Context: an optimization exercise on an open-source flow, tuned for small area. The choices shown serve that exercise and are no tape-out recipe.
RTL that was checked went through simulation tests only; none was proved equivalent to the original.
No activity file was given, so power comes from the tool's default toggle rates.

before:
Design imgproc, start of the top module:
module imgproc #(
	parameter IMG_W = 640,	 
	parameter IMG_H = 480	 
) (
	input iCLK, 		 
	input iRST, 		 
	input [11:0] iDATA,	 
	input iDVAL,		 
	input [15:0] iX_Cont,	 
	input [15:0] iY_Cont,	 
	input iSW,		 
	output[11:0]  oRed,	 
	output[11:0]  oGreen,	 
	output[11:0]  oBlue,	 
	output oDVAL		 
);
Size in the first run: roughly 35000 cells after synthesis, about 85 I/O pins, roughly 470000 um^2 of cells after synthesis.
make LEC_CHECK=0 CAP_MARGIN=20 CORE_MARGIN=2 CORE_UTILIZATION=70 PLACE_DENSITY=0.8 SLEW_MARGIN=20 finish   # period 10.0 ns
run.sh (not shown) runs the stock make flow with config.mk's settings and CLKGATE_MAP_FILE= SYNTH_SCRIPT=/design/flow/synth_recipe.tcl, a recipe that flattens the netlist after the stock synthesis.
before finished all stages; the layout is clean.
For after, these inputs were changed with respect to before:
==> flow/flow/run.sh (new file) <==
#!/bin/bash
# Standard ORFS layout; only the clock tree synthesis arguments differ:
# clusters of at most 20 flip-flops on clkbuf_8 leaf buffers and no dummy loads.
set -euo pipefail
export CTS_ARGS="-sink_clustering_enable -repair_clock_nets -dont_use_dummy_load -sink_clustering_size 20 -sink_clustering_max_diameter 50 -buf_list sky130_fd_sc_hd__clkbuf_8"
bash standard.sh > standard.log 2>&1
==> flow/standard.sh (new file) <==
#!/bin/bash
# synth_recipe.tcl (not shown) runs the flow's synth.tcl, then flattens the netlist and writes it again
# the make line also repeats each setting of config.mk as NAME=value (left out here)
make -C /OpenROAD-flow-scripts/flow DESIGN_CONFIG=/design/flow/config.mk WORK_HOME=/design/flow/orfs CLKGATE_MAP_FILE= SYNTH_SCRIPT=/design/flow/synth_recipe.tcl "${@:-finish}"
removed: flow/run.sh
Findings:
- Each of the runs, namely before and after, reached the end of the flow and came out clean.
- before → after: fraction of power spent switching nets grew by 0.95 points; via count of the first global-routing pass fell by 2722.
- Compared after against before; final critical-path share of the clock period within noise.
No run of this note included a check of the RTL's function; only the layout flow was run.

Setup of old:
The RTL this note starts from:
==> flow/design.v <==
module shift_reg #(
	parameter DATA_WIDTH = 12,
	parameter SHIFT_LENGTH = 320
) (
	input clk,
	input en,
	input enb,
	input [DATA_WIDTH-1:0] in,
	output [DATA_WIDTH*SHIFT_LENGTH-1:0] taps	 
);
localparam N = DATA_WIDTH * SHIFT_LENGTH;
reg [N-1:0] shift;
always @(posedge clk)
	shift <= ~((shift | {N{en}}) & ({shift[N-DATA_WIDTH-1:0], in} | {N{enb}}));
assign taps = shift;
endmodule
module RAW2GRAY #(
	parameter IMG_W = 1280
) (
	input clk,
	input phase,
	input [11:0] d1,		 
	input [11:0] d2,		 
	input pv,			 
	input pvb,			 
	output [11:0] gray_pixel
);
wire [12:0] pair = d1 + d2;
wire [13*(IMG_W/2)-1:0] line;
shift_reg #(.DATA_WIDTH(13), .SHIFT_LENGTH(IMG_W/2)) sr (
	.clk(clk),
	.en(pv),
	.enb(pvb),
	.in(pair ^ {13{phase}}),
	.taps(line)
);
wire [12:0] above = line[13*(IMG_W/2)-1 -: 13] ^ {13{phase}};
wire [13:0] sum = pair + above;
assign gray_pixel = sum[13:2];
endmodule
module image_buffer #(
	parameter PIXEL_LENGTH = 320
) (
	input clk,
	input rst,
	input phase,
	input en,
	input enb,
	input [11:0] pixel_in,
	output [2:0][2:0][11:0] data_matrix
);
localparam N = 3 * PIXEL_LENGTH + 1;	 
wire [11:0] in = pixel_in ^ {12{phase}};
reg [11:0] w0, w1;
wire [12*N-1:0] rest;
always @(posedge clk, negedge rst) begin
	if (!rst) begin
		w0 <= 12'd0;
		w1 <= 12'd0;
	end else begin
		w0 <= ~((w0 | {12{en}}) & (in | {12{enb}}));
		w1 <= ~((w1 | {12{en}}) & (w0 | {12{enb}}));
	end
end
shift_reg #(.DATA_WIDTH(12), .SHIFT_LENGTH(N)) sr (
	.clk(clk),
	.en(en),
	.enb(enb),
	.in(w1),
	.taps(rest)
);
genvar k, m;
generate
	for (k = 0; k < 3; k = k + 1) begin : g_row
		for (m = 0; m < 3; m = m + 1) begin : g_col
			assign data_matrix[k][m] = rest[12*(PIXEL_LENGTH*(k+1)+m-2) +: 12];
		end
	end
endgenerate
endmodule
module conv(
	input phase,				 
	input [2:0][2:0][11:0] data_matrix,
	input input_switch,
	output [11:0] conv_out
);
wire [11:0] p = {12{phase}};
wire [11:0] a = (input_switch ? data_matrix[2][0] : data_matrix[0][2]) ^ p;
wire [11:0] b = (input_switch ? data_matrix[2][1] : data_matrix[1][2]) ^ p;
wire [11:0] c = (input_switch ? data_matrix[0][1] : data_matrix[1][0]) ^ p;
wire [11:0] d = (input_switch ? data_matrix[0][2] : data_matrix[2][0]) ^ p;
wire [11:0] e = data_matrix[0][0] ^ p;
wire [11:0] f = data_matrix[2][2] ^ p;
wire [11:0] x = a + {b[10:0], 1'b0} + f;
wire [11:0] y = e + {c[10:0], 1'b0} + d;
wire [12:0] diff = {1'b0, x} - {1'b0, y};
assign conv_out = diff[12] ? -diff[11:0] : diff[11:0];
endmodule
module imgproc #(
	parameter IMG_W = 640,	 
	parameter IMG_H = 480	 
) (
	input iCLK, 		 
	input iRST, 		 
	input [11:0] iDATA,	 
	input iDVAL,		 
	input [15:0] iX_Cont,	 
	input [15:0] iY_Cont,	 
	input iSW,		 
	output[11:0]  oRed,	 
	output[11:0]  oGreen,	 
	output[11:0]  oBlue,	 
	output oDVAL		 
);
reg [11:0] d1, d2;
always @(posedge iCLK) begin
	d1 <= iDATA;
	d2 <= d1;
end
wire pair_now = iDVAL & iX_Cont[0];		 
wire gray_now = pair_now & iY_Cont[0];		 
reg pv, pvb, gv, gvb;
reg phase;
reg started;
always @(posedge iCLK, negedge iRST) begin
	if (!iRST) begin
		pv <= 1'b0;
		pvb <= 1'b1;
		gv <= 1'b0;
		gvb <= 1'b1;
		started <= 1'b0;
		phase <= 1'b0;
	end else begin
		pv <= pair_now;
		pvb <= ~pair_now;
		gv <= gray_now;
		gvb <= ~gray_now;
		started <= started | (iDVAL & iY_Cont[2]);
		phase <= ~phase;
	end
end
wire [11:0] gray_pixel;
RAW2GRAY #(.IMG_W(IMG_W)) grayscale(
	.clk(iCLK),
	.phase(phase),
	.d1(d1),
	.d2(d2),
	.pv(pv),
	.pvb(pvb),
	.gray_pixel(gray_pixel)
);
wire [2:0][2:0][11:0] data_matrix;
image_buffer #(.PIXEL_LENGTH(IMG_W / 2)) imgbuff(
	.clk(iCLK),
	.rst(iRST),
	.phase(phase),
	.en(gv),
	.enb(gvb),
	.pixel_in(gray_pixel),
	.data_matrix(data_matrix)
);
wire [11:0] conv_out;
conv convolution(
	.phase(phase),
	.data_matrix(data_matrix),
	.input_switch(iSW),
	.conv_out(conv_out)
);
assign oDVAL = gray_now & started;
wire masked = (~|iY_Cont[8:3] & (iY_Cont[2] ^ iY_Cont[1]))
	| ~|iX_Cont[9:1]
	| (iX_Cont[9] & &iX_Cont[6:1]);
assign oRed = masked ? 12'd0 : conv_out;
assign oGreen = oRed;
assign oBlue = oRed;
endmodule
==> flow/config.mk <==
export PLATFORM = sky130hd
export DESIGN_NAME = imgproc
export DESIGN_NICKNAME = imgproc
export VERILOG_FILES = /design/flow/design.v
export SDC_FILE = /design/flow/constraint.sdc
export NUM_CORES = 8
export LEC_CHECK = 0
export CAP_MARGIN = 20
export CORE_MARGIN = 2
export CORE_UTILIZATION = 80
export PLACE_DENSITY = 0.88
export SLEW_MARGIN = 20
==> flow/constraint.sdc <==
create_clock -name core_clock -period 10.0 [get_ports {iCLK}]
set_input_delay 2.0000 -clock core_clock [delete_from_list [all_inputs] [get_ports {iCLK}]]
set_output_delay 2.0000 -clock core_clock [all_outputs]
set_load 0.01 [all_outputs]
standard.sh (not shown) runs the stock make flow with config.mk's settings and CLKGATE_MAP_FILE= SYNTH_SCRIPT=/design/flow/synth_recipe.tcl, a recipe that flattens the netlist after the stock synthesis.
==> flow/flow/run.sh <==
#!/bin/bash
# Standard ORFS layout; only the clock tree synthesis arguments differ:
# clusters of at most 20 flip-flops on clkbuf_8 leaf buffers and no dummy
# loads; and the ports are buffered with the smallest buffer, buf_1.
set -euo pipefail
export CTS_ARGS="-sink_clustering_enable -repair_clock_nets -dont_use_dummy_load -sink_clustering_size 20 -sink_clustering_max_diameter 50 -buf_list sky130_fd_sc_hd__clkbuf_8"
export BUFFER_PORTS_ARGS="-buffer_cell sky130_fd_sc_hd__buf_1"
bash standard.sh > standard.log 2>&1
Complete run, failing final checks: old, reason antenna violations.
For new, these inputs were changed with respect to old:
Settings: a change of SLEW_MARGIN from 20 to 10; a change of CAP_MARGIN from 20 to 10; a change of PLACE_DENSITY from 0.88 to 0.8; a change of CORE_UTILIZATION from 80 to 70.
- new and old: one clean run, new; the rest did not finish clean.
- No crash in old: every stage finished, but the layout fails its final checks due to antenna violations.
- Looking at arrival time at the worst endpoint, new sits 0.02 ns higher than old does.
- Against old as the reference, new delivers a lower insertion delay of the later-clocked pin in the worst-skew pair.
- Diff new..old | number of DRC violations after detailed routing | unchanged
- Changes observed in new relative to old: fraction of area in registers down 0.19 points, die area up 14%.
- Any difference in internal power between new and old is small enough to ignore.
- | sequential power | higher: old |

-- separate check: timing with driven ports --
The flow's constraints put no driver on any port. The routed layouts listed below were extracted and timed again, unchanged, in two steps.
Step 1 (the two cells are an assumption about what drives the block):
set clk [get_ports {iCLK}]
set_driving_cell -lib_cell sky130_fd_sc_hd__clkbuf_16 $clk
set_driving_cell -lib_cell sky130_fd_sc_hd__buf_2 [delete_from_list [all_inputs] $clk]
Step 2 also shifts input and output timing later by t, the mid clock arrival at the registers, as if the neighbouring blocks saw the same clock.
a / b / c = ideal ports / drivers / drivers and shift; a / b = the first two.
| run | shift t [ns] | setup WS [ns] | worst hold slack (ns) | worst setup path after step 2 | worst data-port slew with drivers (ns) |
|---|---|---|---|---|---|
| before | 1.329 | 0.741 / 0.712 / 0.712 | 0.362 / 0.362 / 0.362 | input to output | 0.05 |
| after | 1.449 | 0.742 / 0.713 / 0.713 | 0.369 / 0.369 / 0.369 | input to output | 0.04 |
| old | 1.439 | 0.796 / 0.771 / 0.771 | 0.348 / 0.348 / 0.348 | input to output | 0.14 |
| new | 1.435 | 0.780 / 0.699 / 0.752 | 0.331 / 0.331 / 0.331 | input to output | 0.03 |
